From an optimization exercise on the open Yosys and OpenROAD flow, aimed at a short achievable clock period and few clock cycles; shortcuts taken in it are not production practice.
In this exercise RTL edits were held to simulation tests only and were not proved equivalent to the original.
The clock port is modelled as an ideal driver; clocking choices that lean on that would not hold on a real chip.

Setup of before:
// SingleCycleProc
module SingleCycleProc(CLK, Reset_L, startPC, currentPC, instruction, dMemAddr, dMemWriteData, dMemWrite, dMemOut);
For scale: roughly 11000 cells after synthesis, roughly 360 I/O pins, about 160000 um2 of cells after synthesis.
==> module RegisterFile, before the edit <==
module RegisterFile(BusA, BusB, BusC, ZeroC, OneA, OneB, BusW, ZeroW, OneW, RA, RB, RC, RW, RegWr, Clk);
  output [63:0] BusA;
  output [63:0] BusB;
  output [63:0] BusC;
  output        ZeroC;
  output        OneA, OneB;
  input  [63:0] BusW;
  input         ZeroW;
  input         OneW;
  input  [4:0]  RA;
  input  [4:0]  RB;
  input  [4:0]  RC;
  input  [4:0]  RW;
  input         RegWr;
  input         Clk;
  reg [63:0] registers [30:0];
  reg [30:0] zflags;
  reg [30:0] oflags;
  assign BusA  = (RA == 5'd31) ? 64'd0 : registers[RA];
  assign BusB  = (RB == 5'd31) ? 64'd0 : registers[RB];
  assign BusC  = (RC == 5'd31) ? 64'd0 : registers[RC];
  assign ZeroC = (RC == 5'd31) ? 1'b1  : zflags[RC];
  assign OneA  = (RA == 5'd31) ? 1'b0  : oflags[RA];
  assign OneB  = (RB == 5'd31) ? 1'b0  : oflags[RB];
  always @(posedge Clk)
    if (RegWr && RW != 5'd31) begin
      registers[RW] <= BusW;
      zflags[RW]    <= ZeroW;
      oflags[RW]    <= OneW;
    end
endmodule
==> module SingleCycleProc, before the edit <==
module SingleCycleProc(CLK, Reset_L, startPC, currentPC, instruction, dMemAddr, dMemWriteData, dMemWrite, dMemOut);
   input CLK;
   input Reset_L;
   input [63:0] startPC;
   output [63:0] currentPC;
   input [31:0] instruction;    
   output [63:0] dMemAddr;      
   output [63:0] dMemWriteData;
   output 	 dMemWrite;
   input [63:0]  dMemOut;       
   reg [63:0] pcF;
   reg        xValid;           
   reg        xFold;            
   reg        xWr;              
   reg        xLd;
   reg        xStore;           
   reg        xCin, xLogic, xOr;
   reg [4:0]  xRd;
   reg [63:0] xA, xB, xSD;      
   reg [8:0]  xALo;             
   reg [54:0] xAHi;             
   reg [54:0] xAOnes, xAZeros;
   reg        xAInc, xADec;     
   reg        btbV;             
   reg [61:0] btbPC, btbTgt;
   reg        cbzV;             
   reg [61:0] cbzPC, cbzPC1;    
   reg [61:0] cbzTgt;
   reg [4:0]  cbzRt;
   assign currentPC = pcF;
   wire [4:0] rm = instruction[20:16];
   wire [4:0] rn = instruction[9:5];
   wire [4:0] rt = instruction[4:0];
   wire isLd, isSt, isAdd, isSub, isAnd, isOrr, isCBZ, isB;
   SingleCycleControl control(isLd, isSt, isAdd, isSub, isAnd, isOrr, isCBZ, isB, instruction[31:21]);
   wire isR = isAdd | isSub | isAnd | isOrr;
   wire [63:0] aluRes;
   wire        aluZero;
   ALU mainALU(aluRes, aluZero, xA, xB, xCin, xLogic, xOr);
   wire [63:0] wData = xLd ? dMemOut : aluRes;
   wire        wZero = xLd ? ~|dMemOut : aluZero;
   wire        wOne  = xLd ? (dMemOut == 64'd1) : (aluRes == 64'd1);
   wire        wEn   = xValid & xWr & Reset_L;
   assign dMemAddr = {xAHi ^ (({xAOnes[53:0], 1'b1} & {55{xAInc}}) |
                              ({xAZeros[53:0], 1'b1} & {55{xADec}})), xALo};
   assign dMemWriteData = xSD;
   assign dMemWrite     = xStore & Reset_L;
   wire [63:0] rfA, rfB, rfC;
   wire        rfCZero;
   wire        rfOneA, rfOneB;
   RegisterFile registers(rfA, rfB, rfC, rfCZero, rfOneA, rfOneB, wData, wZero, wOne, rn, rm, rt, xRd, wEn, CLK);
   wire fwd  = xValid & xWr;
   wire fwdA = fwd & (xRd == rn);
   wire fwdB = fwd & (xRd == rm);
   wire fwdC = fwd & (xRd == rt);
   wire [63:0] valA = fwdA ? wData : rfA;
   wire [63:0] valB = fwdB ? wData : rfB;
   wire [63:0] valC = fwdC ? wData : rfC;
   wire        zeroC = fwdC ? wZero : rfCZero;
   wire        oneA  = fwdA ? wOne : rfOneA;
   wire        oneB  = fwdB ? wOne : rfOneB;
   wire [8:0]  imm9 = instruction[20:12];
   wire [9:0]  aLo  = {1'b0, valA[8:0]} + {1'b0, imm9};
   wire [54:0] aHi  = valA[63:9];
   wire [54:0] aOnes, aZeros;
   PrefixAnd #(55) apo(aOnes, aHi);
   PrefixAnd #(55) apz(aZeros, ~aHi);
   wire aInc = aLo[9] & ~imm9[8];    
   wire aDec = ~aLo[9] & imm9[8];    
   wire [63:0] bTarget, cTarget, pcPlus4;
   NextPClogic next(bTarget, cTarget, pcPlus4, pcF, instruction);
   wire cbzTaken = isCBZ & zeroC;
   wire btbHit = Reset_L & btbV & (pcPlus4[63:2] == btbPC);
   wire [63:0] fallPC = btbHit ? {btbTgt, 2'b00} : pcPlus4;
   wire cHit = Reset_L & cbzV & (pcPlus4[63:2] == cbzPC) & isR & (rt == cbzRt);
   wire [61:0] cFall = (btbV & (btbPC == cbzPC1)) ? btbTgt : cbzPC1;
   wire subKnown  = isSub & (oneA | oneB);
   wire foldTaken = cHit & isSub & oneA & oneB;
   wire foldMiss  = Reset_L & xValid & xFold & aluZero;
   wire capture = (pcF == startPC);
   wire runF    = Reset_L | capture;
   wire [63:0] seqPC  = cHit ? {cFall, 2'b00} : fallPC;
   wire [63:0] nextPC = isB ? bTarget : (cbzTaken ? cTarget : seqPC);
   wire [63:0] pcD    = (foldMiss | foldTaken) ? {cbzTgt, 2'b00} : (runF ? nextPC : startPC);
   always @(posedge CLK) begin
      pcF    <= pcD;
      xValid <= runF & ~foldMiss;
      xFold  <= cHit & ~subKnown;
      xWr    <= (isR | isLd) & (rt != 5'd31);
      xLd    <= isLd;
      xStore <= runF & ~foldMiss & isSt;
      xCin   <= isSub;
      xLogic <= isAnd | isOrr;
      xOr    <= isOrr;
      xRd    <= rt;
      xA     <= valA;
      xB     <= isSub ? ~valB : valB;
      xALo    <= aLo[8:0];
      xAHi    <= aHi;
      xAOnes  <= aOnes;
      xAZeros <= aZeros;
      xAInc   <= aInc;
      xADec   <= aDec;
      xSD    <= valC;
      if (!Reset_L)
        cbzV <= 1'b0;
      else if (isCBZ & (rt != 5'd31)) begin
        cbzV   <= 1'b1;
        cbzPC  <= pcF[63:2];
        cbzPC1 <= pcPlus4[63:2];
        cbzTgt <= cTarget[63:2];
        cbzRt  <= rt;
      end
      if (!Reset_L)
        btbV <= 1'b0;
      else if (isB) begin
        btbV   <= 1'b1;
        btbPC  <= pcF[63:2];
        btbTgt <= bTarget[63:2];
      end
   end
endmodule
Settings: LEC_CHECK=0, ABC_CLOCK_PERIOD_IN_PS=4000, CAP_MARGIN=20, CORE_MARGIN=2, CORE_UTILIZATION=35, PLACE_DENSITY=0.5, SLEW_MARGIN=20; clock period 17.0 ns.
standard.sh (not shown) runs the stock make flow with config.mk's settings and CLKGATE_MAP_FILE= SYNTH_SCRIPT=/design/flow/synth_recipe.tcl, a recipe that flattens the netlist after the stock synthesis.
==> flow/flow/run.sh <==
#!/bin/bash
# The standard layout (the standard.sh: unchanged synthesis and steps,
# the design's clock period and constraints in constraint.sdc), with these
# changes to how the layout is optimised:
#  - MATCH_CELL_FOOTPRINT 0: the resizer may swap a cell for one with another
#    footprint (the port buffers ORFS inserts are clkdlybuf4s50_1 cells,
#    which otherwise can only be resized within their own footprint);
#  - POST_CTS_TCL flow/eco.tcl: after CTS, the AND gate that drives
#    dMemWrite's output buffer takes Reset_L straight from its input buffer
#    (see eco.tcl).
# Each tool's full output is in the ORFS logs under orfs/logs; make's own
# output goes to standard_flow.log.
set -euo pipefail
bash standard.sh SETUP_SLACK_MARGIN=10.5 MATCH_CELL_FOOTPRINT=0 POST_CTS_TCL="$PWD/flow/eco.tcl" finish > standard_flow.log 2>&1
Other scripts of this flow, unchanged in this note and not shown: flow/flow/eco.tcl
before: all stages complete, timing, DRC and antenna checks passed
Testbench counts of before, summed over its fixed seeds: cycles 46,746.
[inputs] after vs before
--- a/flow/design.v
+++ b/flow/design.v
@@ -120,13 +120,11 @@
 endmodule
 `timescale 1ns / 1ps
-module RegisterFile(BusA, BusB, BusC, ZeroC, OneA, OneB, BusW, ZeroW, OneW, RA, RB, RC, RW, RegWr, Clk);
+module RegisterFile(BusA, BusB, BusC, ZeroC, BusW, ZeroW, RA, RB, RC, RW, RegWr, Clk);
   output [63:0] BusA;
   output [63:0] BusB;
   output [63:0] BusC;
   output        ZeroC;
-  output        OneA, OneB;
   input  [63:0] BusW;
   input         ZeroW;
-  input         OneW;
   input  [4:0]  RA;
   input  [4:0]  RB;
@@ -137,16 +135,12 @@
   reg [63:0] registers [30:0];
   reg [30:0] zflags;
-  reg [30:0] oflags;
   assign BusA  = (RA == 5'd31) ? 64'd0 : registers[RA];
   assign BusB  = (RB == 5'd31) ? 64'd0 : registers[RB];
   assign BusC  = (RC == 5'd31) ? 64'd0 : registers[RC];
   assign ZeroC = (RC == 5'd31) ? 1'b1  : zflags[RC];
-  assign OneA  = (RA == 5'd31) ? 1'b0  : oflags[RA];
-  assign OneB  = (RB == 5'd31) ? 1'b0  : oflags[RB];
   always @(posedge Clk)
     if (RegWr && RW != 5'd31) begin
       registers[RW] <= BusW;
       zflags[RW]    <= ZeroW;
-      oflags[RW]    <= OneW;
     end
 endmodule
@@ -192,5 +186,4 @@
    wire [63:0] wData = xLd ? dMemOut : aluRes;
    wire        wZero = xLd ? ~|dMemOut : aluZero;
-   wire        wOne  = xLd ? (dMemOut == 64'd1) : (aluRes == 64'd1);
    wire        wEn   = xValid & xWr & Reset_L;
    assign dMemAddr = {xAHi ^ (({xAOnes[53:0], 1'b1} & {55{xAInc}}) |
@@ -200,6 +193,5 @@
    wire [63:0] rfA, rfB, rfC;
    wire        rfCZero;
-   wire        rfOneA, rfOneB;
-   RegisterFile registers(rfA, rfB, rfC, rfCZero, rfOneA, rfOneB, wData, wZero, wOne, rn, rm, rt, xRd, wEn, CLK);
+   RegisterFile registers(rfA, rfB, rfC, rfCZero, wData, wZero, rn, rm, rt, xRd, wEn, CLK);
    wire fwd  = xValid & xWr;
    wire fwdA = fwd & (xRd == rn);
@@ -210,6 +202,4 @@
    wire [63:0] valC = fwdC ? wData : rfC;
    wire        zeroC = fwdC ? wZero : rfCZero;
-   wire        oneA  = fwdA ? wOne : rfOneA;
-   wire        oneB  = fwdB ? wOne : rfOneB;
    wire [8:0]  imm9 = instruction[20:12];
    wire [9:0]  aLo  = {1'b0, valA[8:0]} + {1'b0, imm9};
@@ -227,16 +217,14 @@
    wire cHit = Reset_L & cbzV & (pcPlus4[63:2] == cbzPC) & isR & (rt == cbzRt);
    wire [61:0] cFall = (btbV & (btbPC == cbzPC1)) ? btbTgt : cbzPC1;
-   wire subKnown  = isSub & (oneA | oneB);
-   wire foldTaken = cHit & isSub & oneA & oneB;
-   wire foldMiss  = Reset_L & xValid & xFold & aluZero;
+   wire foldMiss = Reset_L & xValid & xFold & aluZero;
    wire capture = (pcF == startPC);
    wire runF    = Reset_L | capture;
    wire [63:0] seqPC  = cHit ? {cFall, 2'b00} : fallPC;
    wire [63:0] nextPC = isB ? bTarget : (cbzTaken ? cTarget : seqPC);
-   wire [63:0] pcD    = (foldMiss | foldTaken) ? {cbzTgt, 2'b00} : (runF ? nextPC : startPC);
+   wire [63:0] pcD    = foldMiss ? {cbzTgt, 2'b00} : (runF ? nextPC : startPC);
    always @(posedge CLK) begin
       pcF    <= pcD;
       xValid <= runF & ~foldMiss;
-      xFold  <= cHit & ~subKnown;
+      xFold  <= cHit;
       xWr    <= (isR | isLd) & (rt != 5'd31);
       xLd    <= isLd;
==> comparison <==
- after vs before: footprint of the multi-input gates up slightly
- Diff after and before: setup slack lower in before
- On adder and majority gate portion of the synthesized area, before tracks after almost exactly.
- after vs before: routed length on met2 up
- In after, fraction of standard cell area in multi-input logic is higher than in before.
- Flops: after fewer than before
- Relative to before, the final cell area reported for after is lower.
- Measured against each other, after and before differ in flip-flop and latch count after synthesis, the higher figure coming from before.
- Reported for after and before, total number of cells along the worst setup path turned out identical to the last digit.
- The headroom to the max-slew limit of after exceeds that of before by 1.4 points.
- Between after and before, global-route usage is higher for after, before comes in under that.
- Total of clock buffers placed in the layout delta for after relative to before: 7 higher
- after vs. before: met2 routing resource usage after global routing +0.48 points; first-pass GRT wire length +about 2.3%.
Testbench counts of after, summed over its fixed seeds: cycles 47,632.

==> static timing again, ports no longer ideal <==
How much do the figures lean on ideal ports? The routed layouts below were timed once more, with nothing changed but the port constraints. Step 1: set_driving_cell puts a clkbuf_16 on CLK and a buf_2 on each other input, an assumption about the parent block. Step 2, shift: input delay + t, output delay - t, t = (earliest + latest rising clock arrival at the registers) / 2. This alone moves slack from input paths to output paths. Slacks: no drivers / after step 1 / after step 2; pairs: no drivers / after step 1.
| run | shift t [ns] | slack for setup (ns) | latest minus earliest clock arrival (ns) | worst register clock-pin slew, ns |
|---|---|---|---|---|
| before | 1.073 | 9.829 / 9.768 / 8.830 | 0.104 / 0.105 | 0.08 / 0.08 |
| after | 1.093 | 9.844 / 9.805 / 8.971 | 0.129 / 0.129 | 0.07 / 0.07 |
After both steps every run listed still meets setup and hold. The setup slack of before, which loses most, moves by -0.061 ns with the drivers and by -0.999 ns with both steps.
